This design comes from an exercise in tuning for small area and a short achievable clock period on the open sky130 flow, not from production work. RTL that was checked went through simulation tests only; none was proved equivalent to the original. No activity file was given, so power comes from the tool's default toggle rates.

## solution
module solution (
    input clk,
    input rst,
    input row_valid,
    input [281:0] row_data,
    output [63:0] splitters_hit,
    output done
);
Size: ~350 I/O pins, ~12000 um2 of cells after synthesis.
clock: 100.0 ns
lec_check: 0
cap_margin: 20
core_margin: 2
core_utilization: 65
cts_buf_list: sky130_fd_sc_hd__clkbuf_4 sky130_fd_sc_hd__clkbuf_8
slew_margin: 20
synth_hierarchical: 1
synth_minimum_keep_size: 0
buffer_ports_args: -buffer_cell sky130_fd_sc_hd__buf_1
skip_repair_tie_fanout: 1
cts_args: -sink_clustering_enable -repair_clock_nets -dont_use_dummy_load -buf_list {sky130_fd_sc_hd__clkbuf_4 sky130_fd_sc_hd__clkbuf_8}
standard.sh (not shown) runs the stock make flow with config.mk's settings and CLKGATE_MAP_FILE= SYNTH_SCRIPT=/design/flow/synth_recipe.tcl, a recipe that flattens the netlist after the stock synthesis.
==> flow/flow/run.sh <==
#!/bin/bash
# Own layout flow: the standard flow, with
#  - the column cell bs_col mapped by hand (flow/bs_col_cells.v) before flattening,
#  - flow/extra.mk appended to config.mk (port buffer cell).
set -euo pipefail
cd "$(dirname "$0")/.."
W=$PWD
cat flow/extra.mk >> config.mk
# synthesis: the standard flow's script, with the hand-mapped bs_col read over the synthesized one
awk -v f="$W/flow/bs_col_cells.v" '{print} /source .*synth.tcl/ {print "read_verilog -overwrite " f}' \
  synth_recipe.tcl > my_synth.tcl
grep -q "read_verilog -overwrite" my_synth.tcl
sed "s#SYNTH_SCRIPT=[^ ]*#SYNTH_SCRIPT=$W/my_synth.tcl#" standard.sh > my_standard.sh
grep -q "my_synth.tcl" my_standard.sh
bash my_standard.sh ${FLOW_TARGET:-finish} > make_finish.log 2>&1
==> flow/flow/bs_col_cells.v <==
// bs_col and bs_take (see rtl/solution.v) mapped by hand to sky130_fd_sc_hd cells.
//
// bs_col:
// nhit = ~(a & c0 & ~c1 & take)
// src  = ~c0 & ~ntake & c1
// nk   = ~((a & nhit) | src)
// d    = ~((nk & nhl & nhr) | rst)
module bs_col (
    input a, input c0, input c1, input take, input ntake, input rst,
    input nhl, input nhr,
    output nhit, output d
);
    wire src, nk;
    sky130_fd_sc_hd__nand4b_1 g_hit (.A_N(c1), .B(c0), .C(a), .D(take), .Y(nhit));
    sky130_fd_sc_hd__nor3b_1 g_src (.A(c0), .B(ntake), .C_N(c1), .Y(src));
    sky130_fd_sc_hd__a21oi_1 g_keep (.A1(a), .A2(nhit), .B1(src), .Y(nk));
    sky130_fd_sc_hd__a31oi_1 g_d (.A1(nk), .A2(nhl), .A3(nhr), .B1(rst), .Y(d));
endmodule

// bs_take:
// take = row_valid & running & ~rst, ntake = ~take, rst_l = ~rst_cn
module bs_take (input row_valid, input running, input rst, input rst_cn,
                output take, output ntake, output rst_l);
    sky130_fd_sc_hd__and3b_2 g_take (.A_N(rst), .B(running), .C(row_valid), .X(take));
    sky130_fd_sc_hd__inv_1 g_ntake (.A(take), .Y(ntake));
    sky130_fd_sc_hd__inv_2 g_rst (.A(rst_cn), .Y(rst_l));
endmodule

// bs_inv: an inverter
module bs_inv (input i, output o);
    sky130_fd_sc_hd__inv_2 g_inv (.A(i), .Y(o));
endmodule
==> flow/flow/extra.mk <==
# port buffers: the smallest buffer
export BUFFER_PORTS_ARGS = -buffer_cell sky130_fd_sc_hd__buf_1
# one tie cell per constant
export SKIP_REPAIR_TIE_FANOUT = 1
# clock tree: no dummy loads (they only balance the tree's levels)
export CTS_ARGS = -sink_clustering_enable -repair_clock_nets -dont_use_dummy_load -buf_list {sky130_fd_sc_hd__clkbuf_4 sky130_fd_sc_hd__clkbuf_8}
Then changed:
--- a/flow/design.v
+++ b/flow/design.v
@@ -5,25 +5,25 @@
     input row_valid,
     input [281:0] row_data,
     output [63:0] splitters_hit,
     output done
 );
     localparam WIDTH = 141;
     localparam HEIGHT = 142;
     reg [7:0] y;                   
     reg running;                   
     reg [WIDTH-1:0] active;        
     reg [15:0] pn;               
     reg [14:0] acc;              
-    localparam NTAKE = 8;
+    localparam NTAKE = 16;
     wire [NTAKE-1:0] take_g, ntake_g, rst_g;
     wire rst_cn;
     bs_inv u_rst (.i(rst), .o(rst_cn));
     genvar k;
     generate
         for (k = 0; k < NTAKE; k = k + 1) begin : tk
             bs_take u_take (.row_valid(row_valid), .running(running), .rst(rst), .rst_cn(rst_cn),
                             .take(take_g[k]), .ntake(ntake_g[k]), .rst_l(rst_g[k]));
         end
     endgenerate
     wire take = take_g[0];
     wire [WIDTH-1:0] nhit, d;
Critical path depth stays the same.
Power goes up slightly.
Area after synthesis goes up slightly.
Clock skew hardly moves.
Design area goes up slightly.
Wire length goes up by a few percent.
Count of clock-buffer cells in the layout does not change.
Sequential share of layout area goes down by 0.31 points.
Global-route usage goes up by 1.1 points.
Via count goes up slightly.
Setup slack is worse by 540 ps.
Core utilization goes up by 0.31 points.
Combinational power goes up by a few percent.
Function not checked in the second run of this note: the RTL went through the layout flow alone.

solution, a different RTL version from the one above (not shown whole).
Size: roughly 1100 cells after synthesis, ~350 I/O pins, about 12000 sq um of cells after synthesis.
Settings: LEC_CHECK=0, CAP_MARGIN=20, CORE_MARGIN=2, CORE_UTILIZATION=65, CTS_BUF_LIST=sky130_fd_sc_hd__clkbuf_4 sky130_fd_sc_hd__clkbuf_8, SLEW_MARGIN=20, SYNTH_HIERARCHICAL=1, SYNTH_MINIMUM_KEEP_SIZE=0, BUFFER_PORTS_ARGS=-buffer_cell sky130_fd_sc_hd__buf_1, SKIP_REPAIR_TIE_FANOUT=1; clock period 100.0 ns.
==> flow/flow/bs_col_cells.v <==
// bs_col and bs_take (see rtl/solution.v) mapped by hand to sky130_fd_sc_hd cells.
//
// bs_col:
// nhit = ~(a & c0 & ~c1 & take)
// src  = ~c0 & ~ntake & c1
// nk   = ~((a & nhit) | src)
// d    = ~((nk & nhl & nhr) | rst)
module bs_col (
    input a, input c0, input c1, input take, input ntake, input rst,
    input nhl, input nhr,
    output nhit, output d
);
    wire src, nk;
    sky130_fd_sc_hd__nand4b_1 g_hit (.A_N(c1), .B(c0), .C(a), .D(take), .Y(nhit));
    sky130_fd_sc_hd__nor3b_1 g_src (.A(c0), .B(ntake), .C_N(c1), .Y(src));
    sky130_fd_sc_hd__a21oi_1 g_keep (.A1(a), .A2(nhit), .B1(src), .Y(nk));
    sky130_fd_sc_hd__a31oi_1 g_d (.A1(nk), .A2(nhl), .A3(nhr), .B1(rst), .Y(d));
endmodule

// bs_take:
// take = row_valid & running & ~rst, ntake = ~take, rst_l = rst (buffered)
module bs_take (input row_valid, input running, input rst, output take, output ntake,
                output rst_l);
    sky130_fd_sc_hd__and3b_2 g_take (.A_N(rst), .B(running), .C(row_valid), .X(take));
    sky130_fd_sc_hd__nand3b_1 g_ntake (.A_N(rst), .B(running), .C(row_valid), .Y(ntake));
    sky130_fd_sc_hd__buf_2 g_rst (.A(rst), .X(rst_l));
endmodule
==> flow/flow/extra.mk <==
# port buffers: the smallest buffer
export BUFFER_PORTS_ARGS = -buffer_cell sky130_fd_sc_hd__buf_1
# one tie cell per constant
export SKIP_REPAIR_TIE_FANOUT = 1
Scripts as last shown in full above: flow/flow/run.sh
Next try:
--- a/flow/design.v
+++ b/flow/design.v
@@ -323,49 +323,16 @@
     wire s269, c270;
     bs_fa u_s269 (.a(acc[5]), .b(pt[14]), .c(pt[15]), .s(s269), .co(c270));
     wire s271, c272;
     bs_fa u_s271 (.a(c266), .b(s269), .c(c268), .s(s271), .co(c272));
     wire s273, c274;
     bs_fa u_s273 (.a(acc[6]), .b(c270), .c(c272), .s(s273), .co(c274));
-    wire s275, c276;
-    bs_ha u_s275 (.a(pt[2]), .b(s251), .s(s275), .co(c276));
-    wire s277, c278;
-    bs_ha u_s277 (.a(s255), .b(c276), .s(s277), .co(c278));
-    wire s279, c280;
-    bs_fa u_s279 (.a(c256), .b(s259), .c(c278), .s(s279), .co(c280));
-    wire s281, c282;
-    bs_fa u_s281 (.a(c260), .b(s263), .c(c280), .s(s281), .co(c282));
-    wire s283, c284;
-    bs_ha u_s283 (.a(s267), .b(c282), .s(s283), .co(c284));
-    wire s285, c286;
-    bs_ha u_s285 (.a(s271), .b(c284), .s(s285), .co(c286));
-    wire s287, c288;
-    bs_ha u_s287 (.a(s273), .b(c286), .s(s287), .co(c288));
-    wire s289, c290;
-    bs_fa u_s289 (.a(acc[7]), .b(c274), .c(c288), .s(s289), .co(c290));
-    wire inc8 = c290;
-    wire tot8 = acc[8] ^ inc8;
-    wire pre9 = acc[8];
-    wire inc9 = c290 & pre9;
-    wire tot9 = acc[9] ^ inc9;
-    wire pre10 = pre9 & acc[9];
-    wire inc10 = c290 & pre10;
-    wire tot10 = acc[10] ^ inc10;
-    wire pre11 = pre10 & acc[10];
-    wire inc11 = c290 & pre11;
-    wire tot11 = acc[11] ^ inc11;
-    wire pre12 = pre11 & acc[11];
-    wire inc12 = c290 & pre12;
-    wire tot12 = acc[12] ^ inc12;
-    wire pre13 = pre12 & acc[12];
-    wire inc13 = c290 & pre13;
-    wire tot13 = acc[13] ^ inc13;
-    wire pre14 = pre13 & acc[13];
-    wire inc14 = c290 & pre14;
-    wire tot14 = acc[14] ^ inc14;
-    wire [14:0] total = {tot14, tot13, tot12, tot11, tot10, tot9, tot8, s289, s287, s285, s283, s281, s279, s277, s275};
+    wire [14:0] fr0 = {acc[14], acc[13], acc[12], acc[11], acc[10], acc[9], acc[8], acc[7], s273, s271, s267, c260, c256, s255, pt[2]};
+    wire [14:0] fr1 = {1'b0, 1'b0, 1'b0, 1'b0, 1'b0, 1'b0, 1'b0, c274, 1'b0, 1'b0, 1'b0, s263, s259, 1'b0, s251};
+    wire [14:0] fsum = fr0 + fr1;
+    wire [14:0] total = {fsum[14], fsum[13], fsum[12], fsum[11], fsum[10], fsum[9], fsum[8], fsum[7], fsum[6], fsum[5], fsum[4], fsum[3], fsum[2], fsum[1], fsum[0]};
     always @(posedge clk) begin
         pn <= pn_next;                  
         if (rst0) acc <= 15'd0;
         else acc <= total;
     end
     assign splitters_hit = {49'd0, total};
Outcome:
- The changed run went through all stages and came out clean
- critical path depth shrinks by 1
- sequential cell count does not change
- register-to-register slack gets better by 420 ps
- utilization is higher by 1.4 points
- maximum frequency rose by 4.1%
- first-iteration DRC count came out higher by 24%
- worst hold slack improves by 9.7 ps
- worst setup slack gets better by 1000 ps
- via count went up by 3.0%
- cell area goes up by 2.2%
- clock-buffer cell count is higher by 3
No functional check of the RTL was part of any run of this note.

Another version of the RTL of solution (not shown whole).
Size: ~350 I/O pins, about 11000 um^2 of cells after synthesis.
==> flow/config.mk <==
export PLATFORM = sky130hd
export DESIGN_NAME = solution
export DESIGN_NICKNAME = solution
export VERILOG_FILES = /design/flow/design.v
export SDC_FILE = /design/flow/constraint.sdc
export NUM_CORES = 4
export LEC_CHECK = 0
export CAP_MARGIN = 20
export CORE_MARGIN = 2
export CORE_UTILIZATION = 65
export CTS_BUF_LIST = sky130_fd_sc_hd__clkbuf_4 sky130_fd_sc_hd__clkbuf_8
export SLEW_MARGIN = 20
export SYNTH_HIERARCHICAL = 1
export SYNTH_MINIMUM_KEEP_SIZE = 0
# port buffers: the smallest buffer
export BUFFER_PORTS_ARGS = -buffer_cell sky130_fd_sc_hd__buf_1
# one tie cell per constant
export SKIP_REPAIR_TIE_FANOUT = 1
# clock tree: no dummy loads (they only balance the tree's levels)
export CTS_ARGS = -sink_clustering_enable -repair_clock_nets -dont_use_dummy_load -buf_list {sky130_fd_sc_hd__clkbuf_4 sky130_fd_sc_hd__clkbuf_8}
# stronger port buffers on row_valid and rst
export POST_RESIZE_TCL = /design/flow/flow/port_bufs.tcl
==> flow/constraint.sdc <==
create_clock -name core_clock -period 100.0 [get_ports {clk}]
set_input_delay 20.0000 -clock core_clock [delete_from_list [all_inputs] [get_ports {clk}]]
set_output_delay 20.0000 -clock core_clock [all_outputs]
set_load 0.01 [all_outputs]
==> flow/flow/run.sh <==
#!/bin/bash
# Own layout flow: the standard flow (standard.sh, synth_recipe.tcl), with
#  - bs_col, bs_take and bs_inv mapped to cells by hand (flow/bs_col_cells.v), read over
#    their synthesized versions before the design is flattened,
#  - flow/extra.mk appended to config.mk: buf_1 port buffers, one tie cell per constant,
#    no dummy clock-tree loads, stronger buffers on the row_valid and rst ports (port_bufs.tcl).
# The make output goes to make_finish.log; each ORFS step logs to orfs/logs/.
set -euo pipefail
cd "$(dirname "$0")/.."
W=$PWD
sed "s#@W@#$W#g" flow/extra.mk >> config.mk
# synthesis: the standard flow's script, with the hand-mapped bs_col read over the synthesized one
awk -v f="$W/flow/bs_col_cells.v" '{print} /source .*synth.tcl/ {print "read_verilog -overwrite " f}' \
  synth_recipe.tcl > my_synth.tcl
grep -q "read_verilog -overwrite" my_synth.tcl
sed "s#SYNTH_SCRIPT=[^ ]*#SYNTH_SCRIPT=$W/my_synth.tcl#" standard.sh > my_standard.sh
grep -q "my_synth.tcl" my_standard.sh
bash my_standard.sh ${FLOW_TARGET:-finish} > make_finish.log 2>&1
Other scripts of this flow, unchanged in this note and not shown: flow/flow/bs_col_cells.v, flow/flow/extra.mk, flow/flow/port_bufs.tcl
Next try:
--- a/flow/design.v
+++ b/flow/design.v
@@ -6,19 +6,19 @@
     input [281:0] row_data,
     output [63:0] splitters_hit,
     output done
 );
     localparam WIDTH = 141;
     localparam HEIGHT = 142;
     reg [7:0] y;                   
     reg running;                   
     reg [WIDTH-1:0] active;        
-    reg [14:0] pn;               
+    reg [15:0] pn;               
     reg [14:0] acc;              
     localparam NTAKE = 8;
     wire [NTAKE-1:0] take_g, ntake_g, rst_g;
     wire rst_cn;
     bs_inv u_rst (.i(rst), .o(rst_cn));
     genvar k;
     generate
         for (k = 0; k < NTAKE; k = k + 1) begin : tk
             bs_take u_take (.row_valid(row_valid), .running(running), .rst(rst), .rst_cn(rst_cn),
@@ -296,46 +296,46 @@
     bs_fa u_s241 (.a(c216), .b(c218), .c(c220), .s(s241), .co(c242));
     wire s243, c244;
     bs_fa u_s243 (.a(c222), .b(c224), .c(c226), .s(s243), .co(c244));
     wire s245, c246;
     bs_fa u_s245 (.a(c228), .b(s239), .c(c230), .s(s245), .co(c246));
     wire s247, c248;
     bs_fa u_s247 (.a(c232), .b(c234), .c(s241), .s(s247), .co(c248));
     wire s249, c250;
     bs_fa u_s249 (.a(c240), .b(c242), .c(c244), .s(s249), .co(c250));
+    wire [15:0] pn_next = {c250, s249, c248, c246, s247, s245, c238, c236, s243, s237, s235, c208, s233, s207, s205, s139};
+    wire [15:0] pt = ~pn;
     wire s251, c252;
-    bs_fa u_s251 (.a(c246), .b(c248), .c(s249), .s(s251), .co(c252));
-    wire [14:0] pn_next = {c252, c250, s251, s247, s245, c238, c236, s243, s237, s235, c208, s233, s207, s205, s139};
-    wire [14:0] pt = ~pn;
+    bs_ha u_s251 (.a(acc[2]), .b(pt[3]), .s(s251), .co(c252));
     wire s253, c254;
-    bs_ha u_s253 (.a(acc[2]), .b(pt[3]), .s(s253), .co(c254));
+    bs_fa u_s253 (.a(acc[3]), .b(pt[10]), .c(pt[11]), .s(s253), .co(c254));
     wire s255, c256;
-    bs_fa u_s255 (.a(acc[3]), .b(pt[10]), .c(pt[11]), .s(s255), .co(c256));
+    bs_ha u_s255 (.a(pt[7]), .b(pt[8]), .s(s255), .co(c256));
     wire s257, c258;
-    bs_ha u_s257 (.a(pt[7]), .b(pt[8]), .s(s257), .co(c258));
+    bs_fa u_s257 (.a(acc[4]), .b(pt[12]), .c(pt[13]), .s(s257), .co(c258));
     wire s259, c260;
     bs_ha u_s259 (.a(pt[4]), .b(pt[5]), .s(s259), .co(c260));
     wire s261, c262;
-    bs_fa u_s261 (.a(pt[9]), .b(c254), .c(s257), .s(s261), .co(c262));
+    bs_fa u_s261 (.a(pt[9]), .b(c252), .c(s255), .s(s261), .co(c262));
     wire s263, c264;
-    bs_fa u_s263 (.a(acc[4]), .b(pt[12]), .c(c258), .s(s263), .co(c264));
+    bs_fa u_s263 (.a(pt[14]), .b(c256), .c(c254), .s(s263), .co(c264));
     wire s265, c266;
-    bs_ha u_s265 (.a(acc[5]), .b(pt[13]), .s(s265), .co(c266));
+    bs_ha u_s265 (.a(acc[5]), .b(pt[15]), .s(s265), .co(c266));
     wire s267, c268;
     bs_ha u_s267 (.a(acc[1]), .b(pt[1]), .s(s267), .co(c268));
     wire s269, c270;
-    bs_fa u_s269 (.a(pt[6]), .b(s253), .c(s259), .s(s269), .co(c270));
+    bs_fa u_s269 (.a(pt[6]), .b(s251), .c(s259), .s(s269), .co(c270));
     wire s271, c272;
-    bs_fa u_s271 (.a(c260), .b(s255), .c(s261), .s(s271), .co(c272));
+    bs_fa u_s271 (.a(c260), .b(s253), .c(s261), .s(s271), .co(c272));
     wire s273, c274;
-    bs_fa u_s273 (.a(c256), .b(c262), .c(s263), .s(s273), .co(c274));
+    bs_fa u_s273 (.a(s257), .b(c262), .c(s263), .s(s273), .co(c274));
     wire s275, c276;
-    bs_fa u_s275 (.a(pt[14]), .b(s265), .c(c264), .s(s275), .co(c276));
+    bs_fa u_s275 (.a(s265), .b(c258), .c(c264), .s(s275), .co(c276));
     wire s277, c278;
     bs_ha u_s277 (.a(acc[6]), .b(c266), .s(s277), .co(c278));
     wire [7:0] fr0 = {c278, c276, c274, c272, c270, c268, s267, acc[0]};
     wire [7:0] fr1 = {acc[7], s277, s275, s273, s271, s269, pt[2], pt[0]};
     wire [8:0] fsum = fr0 + fr1;
     wire inc8 = fsum[8];
     wire tot8 = acc[8] ^ inc8;
     wire pre9 = acc[8];
     wire inc9 = fsum[8] & pre9;
The new run passed the timing, DRC and antenna checks.
Non-clock buffer count stays the same.
Sequential share of layout area grows by 0.10 points.
Total power barely changes.
Count of clock-buffer cells in the layout is unchanged.
Final area is about the same.
Worst setup slack gets better by 0.36 ns.
Cell count barely changes.
Critical path depth shrinks by 1.
Global-route usage grows by 0.46 points.
Routed wire length grows by 1.4%.
Synthesized cell count stays flat.
Worst hold slack gets better by 0.014 ns.
No functional check of the RTL was part of the first run of this note.

-- static timing again, ports no longer ideal --
The results above use ideal ports. As a check the final layouts listed here were re-extracted and re-timed, cells and wires unchanged.
Step 1 assumes that a clkbuf_16 drives the clock port and a buf_2 every other input.
Step 2, shift: input delay + t, output delay - t, t = (earliest + latest rising clock arrival at the registers) / 2. This alone moves slack from input paths to output paths.
Slacks: no drivers / after step 1 / after step 2; pairs: no drivers / after step 1.
run	t, ns	setup slack, ns	hold WS [ns]	worst setup path after step 2	pins driven straight from the clock port
the first run of note 1	0.493	76.076 / 76.072 / 75.579	0.508 / 0.508 / 0.508	input to register	1
the second run of note 1	0.494	75.540 / 75.552 / 75.058	0.506 / 0.506 / 0.506	input to register	1
the first run of note 2	0.516	74.371 / 74.391 / 73.875	0.505 / 0.505 / 0.505	input to register	1
the second run of note 2	0.501	75.373 / 75.395 / 74.894	0.515 / 0.515 / 0.515	input to register	1
the first run of note 3	0.496	75.726 / 75.727 / 75.231	0.496 / 0.496 / 0.496	input to register	1
the second run of note 3	0.494	76.090 / 76.107 / 75.613	0.510 / 0.510 / 0.510	input to register	1
After both steps setup and hold are still met in every run listed. The setup slack of the first run of note 1, which loses most, moves by -0.004 ns with the drivers and by -0.497 ns with both steps.
